Background: an optimization exercise with open tools, aiming at small area and a short achievable clock period. Do not read the settings as production practice. Only simulation tests tie the RTL to the original design; equivalence was not proved. Power figures rest on the tool's default switching activity, not on a simulated workload.

==> flow/design.v (excerpt) <==
module pipeline(
  input  clk, rst_n,
  input  [31:0] IR ,   
  input  [31:0] D_IN,   
  output [31:0] D_OUT,  
  output [10:0] I_ADDR,
  output [10:0] D_ADDR, 
  output reg im_oen,
  output reg dm_oen,
  output reg dm_wen,
  output reg halt
);
Size in the first run: ~120 I/O pins.
export LEC_CHECK = 0
export CAP_MARGIN = 20
export CORE_MARGIN = 2
export CORE_UTILIZATION = 42
export CTS_CLUSTER_DIAMETER = 90
export CTS_CLUSTER_SIZE = 25
export GPL_ROUTABILITY_DRIVEN = 1
export PLACE_DENSITY = 0.52
export SETUP_SLACK_MARGIN = 5
export SLEW_MARGIN = 20
export SYNTH_HIERARCHICAL = 1
export SYNTH_MINIMUM_KEEP_SIZE = 1
create_clock -name core_clock -period 12.0 [get_ports {clk}]
standard.sh (not shown) runs the stock make flow with config.mk's settings and CLKGATE_MAP_FILE= SYNTH_SCRIPT=/design/flow/synth_recipe.tcl, a recipe that flattens the netlist after the stock synthesis.
==> flow/flow/run.sh <==
#!/bin/bash
set -euo pipefail
bash standard.sh \
  SETUP_SLACK_MARGIN=6.6 \
  "BUFFER_PORTS_ARGS=-buffer_cell sky130_fd_sc_hd__buf_4" \
  "CTS_ARGS=-sink_clustering_enable -repair_clock_nets -sink_clustering_size 25 -sink_clustering_max_diameter 90 -dont_use_dummy_load" \
  finish > standard_flow.log 2>&1
The first run completed with no timing, DRC or antenna violations.
Edit:
--- a/flow/design.v
+++ b/flow/design.v
@@ -8,14 +8,13 @@
 );
   wire [31:0] bx  = ({32{FS[1]}} & B) | ({32{FS[0]}} & ~B);
   wire        cin = FS[0];
   wire [32:0] sum1 = {A, 1'b1} + {bx, cin};
   wire [31:0] sum = sum1[32:1];
   wire nb1 = ~B[31] ^ ~(|B[30:0]);
-  wire v   = (A[31] == nb1) & (A[31] != sum[31]);
-  wire lt  = sum[31] ^ v;
+  wire eq  = A[31] == nb1;
   reg [3:0] tt;
   always @(*) begin
     case (FS[2:0])
       3'b000:  tt = 4'b1000;  
       3'b001:  tt = 4'b1110;  
       3'b010:  tt = 4'b0110;  
@@ -33,15 +32,16 @@
   integer k;
   always @(*)
     for (k = 0; k < 32; k = k + 1)
       mask[k] = lsl ? (k >= SH) : (k <= 31 - SH);
   wire [31:0] sh = rot & mask;
   wire shift = FS[3] & FS[2] & (FS[1] ^ FS[0]);
-  assign F = SLT      ? {31'b0, lt} :
-             ~FS[3]   ? sum :
-             shift    ? sh  : lu;
+  wire [31:0] f = ~FS[3] ? sum : shift ? sh : lu;
+  wire f0_s1 = SLT ? (eq ? A[31] : 1'b1) : f[0];    
+  wire f0_s0 = SLT ? (eq ? A[31] : 1'b0) : f[0];    
+  assign F = {f[31:1] & {31{~SLT}}, sum[31] ? f0_s1 : f0_s0};
 endmodule
 module instruction_decoder (
   input  [31:0] IR,
   output        RW,     
   output        LD,     
   output        SLT,    
@@ -110,30 +110,30 @@
   input  d,
   input  q,
   output o
 );
   assign o = (l & d) | (h & q);
 endmodule
-module rd4 (
-  input  [3:0] s,
-  input  [3:0] d,
+module rd6 (
+  input  [5:0] s,
+  input  [5:0] d,
   output       y
 );
   assign y = |(s & d);
 endmodule
-module rd_nor4 (
-  input  [3:0] a,
+module rd_and2 (
+  input  [1:0] a,
   output       y
 );
-  assign y = ~|a;
+  assign y = &a;
 endmodule
-module rd_nand2 (
-  input  [1:0] a,
+module rd_or6 (
+  input  [5:0] a,
   output       y
 );
-  assign y = ~&a;
+  assign y = |a;
 endmodule
 module pipeline(
   input  clk, rst_n,
   input  [31:0] IR ,   
   input  [31:0] D_IN,   
   output [31:0] D_OUT,  
@@ -196,34 +196,27 @@
                             .BZ(ID_BZ), .BNZ(ID_BNZ), .JMP(ID_JMP),
                             .JMR(ID_JMR));
   wire [4:0] ID_DA = ins[24:20];
   wire       id_v  = iv & ~EX_TAKE;
   wire       rw_next = id_v & ID_RW & (|ID_DA);   
   wire [31:0] RA, RB;
-  wire [31:1] sa = asel;
-  wire [31:1] sb = bsel;
   generate
     for (gb = 0; gb < 32; gb = gb + 1) begin : rd
       wire [31:1] d;
       for (gi = 1; gi < 32; gi = gi + 1) begin : c
         assign d[gi] = rf[gi][gb];
       end
-      wire [7:0] ga, gbb;
-      wire [1:0] ha, hb;
-      rd4 RDA0(.s({sa[3:1], sa[1]}), .d({d[3:1], d[1]}), .y(ga[0]));
-      rd4 RDB0(.s({sb[3:1], sb[1]}), .d({d[3:1], d[1]}), .y(gbb[0]));
-      for (gi = 1; gi < 8; gi = gi + 1) begin : g
-        rd4 RDA(.s(sa[4*gi+3:4*gi]), .d(d[4*gi+3:4*gi]), .y(ga[gi]));
-        rd4 RDB(.s(sb[4*gi+3:4*gi]), .d(d[4*gi+3:4*gi]), .y(gbb[gi]));
+      wire [5:0] ga, gbb;
+      for (gi = 0; gi < 5; gi = gi + 1) begin : g
+        rd6 RDA(.s(asel[6*gi+6:6*gi+1]), .d(d[6*gi+6:6*gi+1]), .y(ga[gi]));
+        rd6 RDB(.s(bsel[6*gi+6:6*gi+1]), .d(d[6*gi+6:6*gi+1]), .y(gbb[gi]));
       end
-      rd_nor4 A0(.a(ga[3:0]), .y(ha[0]));
-      rd_nor4 A1(.a(ga[7:4]), .y(ha[1]));
-      rd_nor4 B0(.a(gbb[3:0]), .y(hb[0]));
-      rd_nor4 B1(.a(gbb[7:4]), .y(hb[1]));
-      rd_nand2 AN(.a(ha), .y(RA[gb]));
-      rd_nand2 BN(.a(hb), .y(RB[gb]));
+      rd_and2 RDA31(.a({asel[31], d[31]}), .y(ga[5]));
+      rd_and2 RDB31(.a({bsel[31], d[31]}), .y(gbb[5]));
+      rd_or6 AN(.a(ga), .y(RA[gb]));
+      rd_or6 BN(.a(gbb), .y(RB[gb]));
     end
   endgenerate
   wire [31:0] IM  = {{17{CS & ins[14]}}, ins[14:0]};
   reg  [31:0] BRA, bg, bp, BG, BP;
   always @(*) begin
     bg = PC_1 & IM;
Register-to-register slack loses 140 ps. Setup slack gains 46 ps. Combinational power decreases by 3.7%. Wire length decreases by about 5.5%. Synthesized area decreases by 2.4%. Clock skew decreases by 41 ps. Critical path depth decreases by 1. Final cell count decreases by about 3%. Total power decreases by about 0.8%.

---

pipeline, a different RTL version from the one above (not shown whole).
Size in the first run: ~57000 um2 of cells after synthesis.
export LEC_CHECK = 0
export CAP_MARGIN = 10
export CORE_MARGIN = 2
export CORE_UTILIZATION = 48
export CTS_CLUSTER_DIAMETER = 90
export CTS_CLUSTER_SIZE = 25
export GPL_ROUTABILITY_DRIVEN = 1
export PLACE_DENSITY = 0.6
export SETUP_SLACK_MARGIN = 5
export SLEW_MARGIN = 10
export SYNTH_HIERARCHICAL = 1
export SYNTH_MINIMUM_KEEP_SIZE = 1
create_clock -name core_clock -period 12.0 [get_ports {clk}]
==> flow/flow/run.sh <==
#!/bin/bash
set -euo pipefail
bash standard.sh \
  SETUP_SLACK_MARGIN=6.5 \
  "BUFFER_PORTS_ARGS=-buffer_cell sky130_fd_sc_hd__buf_2" \
  "CTS_ARGS=-sink_clustering_enable -repair_clock_nets -sink_clustering_size 25 -sink_clustering_max_diameter 90 -dont_use_dummy_load" \
  finish > standard_flow.log 2>&1
Rerun with:
--- a/flow/design.v
+++ b/flow/design.v
@@ -122,25 +122,19 @@
 endmodule
 module rd_and2 (
   input  [1:0] a,
   output       y
 );
   assign y = &a;
 endmodule
-module rd_nor3 (
-  input  [2:0] a,
+module rd_or6 (
+  input  [5:0] a,
   output       y
 );
-  assign y = ~|a;
-endmodule
-module rd_nand2 (
-  input  [1:0] a,
-  output       y
-);
-  assign y = ~&a;
+  assign y = |a;
 endmodule
 module pipeline(
   input  clk, rst_n,
   input  [31:0] IR ,   
   input  [31:0] D_IN,   
   output [31:0] D_OUT,  
   output [10:0] I_ADDR,
@@ -208,27 +202,22 @@
   generate
     for (gb = 0; gb < 32; gb = gb + 1) begin : rd
       wire [31:1] d;
       for (gi = 1; gi < 32; gi = gi + 1) begin : c
         assign d[gi] = rf[gi][gb];
       end
       wire [5:0] ga, gbb;
-      wire [1:0] ha, hb;
       for (gi = 0; gi < 5; gi = gi + 1) begin : g
         rd6 RDA(.s(asel[6*gi+6:6*gi+1]), .d(d[6*gi+6:6*gi+1]), .y(ga[gi]));
         rd6 RDB(.s(bsel[6*gi+6:6*gi+1]), .d(d[6*gi+6:6*gi+1]), .y(gbb[gi]));
       end
       rd_and2 RDA31(.a({asel[31], d[31]}), .y(ga[5]));
       rd_and2 RDB31(.a({bsel[31], d[31]}), .y(gbb[5]));
-      rd_nor3 A0(.a(ga[2:0]), .y(ha[0]));
-      rd_nor3 A1(.a(ga[5:3]), .y(ha[1]));
-      rd_nor3 B0(.a(gbb[2:0]), .y(hb[0]));
-      rd_nor3 B1(.a(gbb[5:3]), .y(hb[1]));
-      rd_nand2 AN(.a(ha), .y(RA[gb]));
-      rd_nand2 BN(.a(hb), .y(RB[gb]));
+      rd_or6 AN(.a(ga), .y(RA[gb]));
+      rd_or6 BN(.a(gbb), .y(RB[gb]));
     end
   endgenerate
   wire [31:0] IM  = {{17{CS & ins[14]}}, ins[14:0]};
   reg  [31:0] BRA, bg, bp, BG, BP;
   always @(*) begin
     bg = PC_1 & IM;
     bp = PC_1 ^ IM;
- The new run finished with timing, DRC and antenna clean
- sequential share of layout area hardly moves
- setup slack degrades by 0.0094 ns
- via count increases slightly
- cell count goes up slightly
- design area is about the same
- total power stays flat

## port drivers added, routing unchanged
No port has a modelled driver above. Below, the same layouts with a new extraction and two added sets of constraints.
Step 1: set_driving_cell puts a clkbuf_16 on clk and a buf_2 on each other input, an assumption about the parent block.
Step 2 adds t to the input delays and takes it off the output delays; t is the mean of the earliest and latest rising clock arrival at the registers after step 1. Input paths then give back, and output paths get back, about the clock's delay inside the block.
a / b / c = ideal / step 1 / step 2; a / b = the first two.
run | t, ns | setup WS [ns] | hold WS [ns] | worst slew at a driven data input, ns
the first run of note 1 | 0.800 | 6.512 / 6.430 / 6.313 | 0.370 / 0.370 / 0.370 | 0.18
the second run of note 1 | 0.786 | 6.558 / 6.473 / 6.042 | 0.359 / 0.359 / 0.359 | 0.11
the first run of note 2 | 0.792 | 6.457 / 6.370 / 6.132 | 0.395 / 0.395 / 0.395 | 0.15
the second run of note 2 | 0.777 | 6.448 / 6.368 / 6.059 | 0.416 / 0.416 / 0.416 | 0.06
After both steps every run listed still meets setup and hold. For the second run of note 1, which loses most, drivers alone change the setup slack by -0.085 ns; drivers and shift together by -0.516 ns.
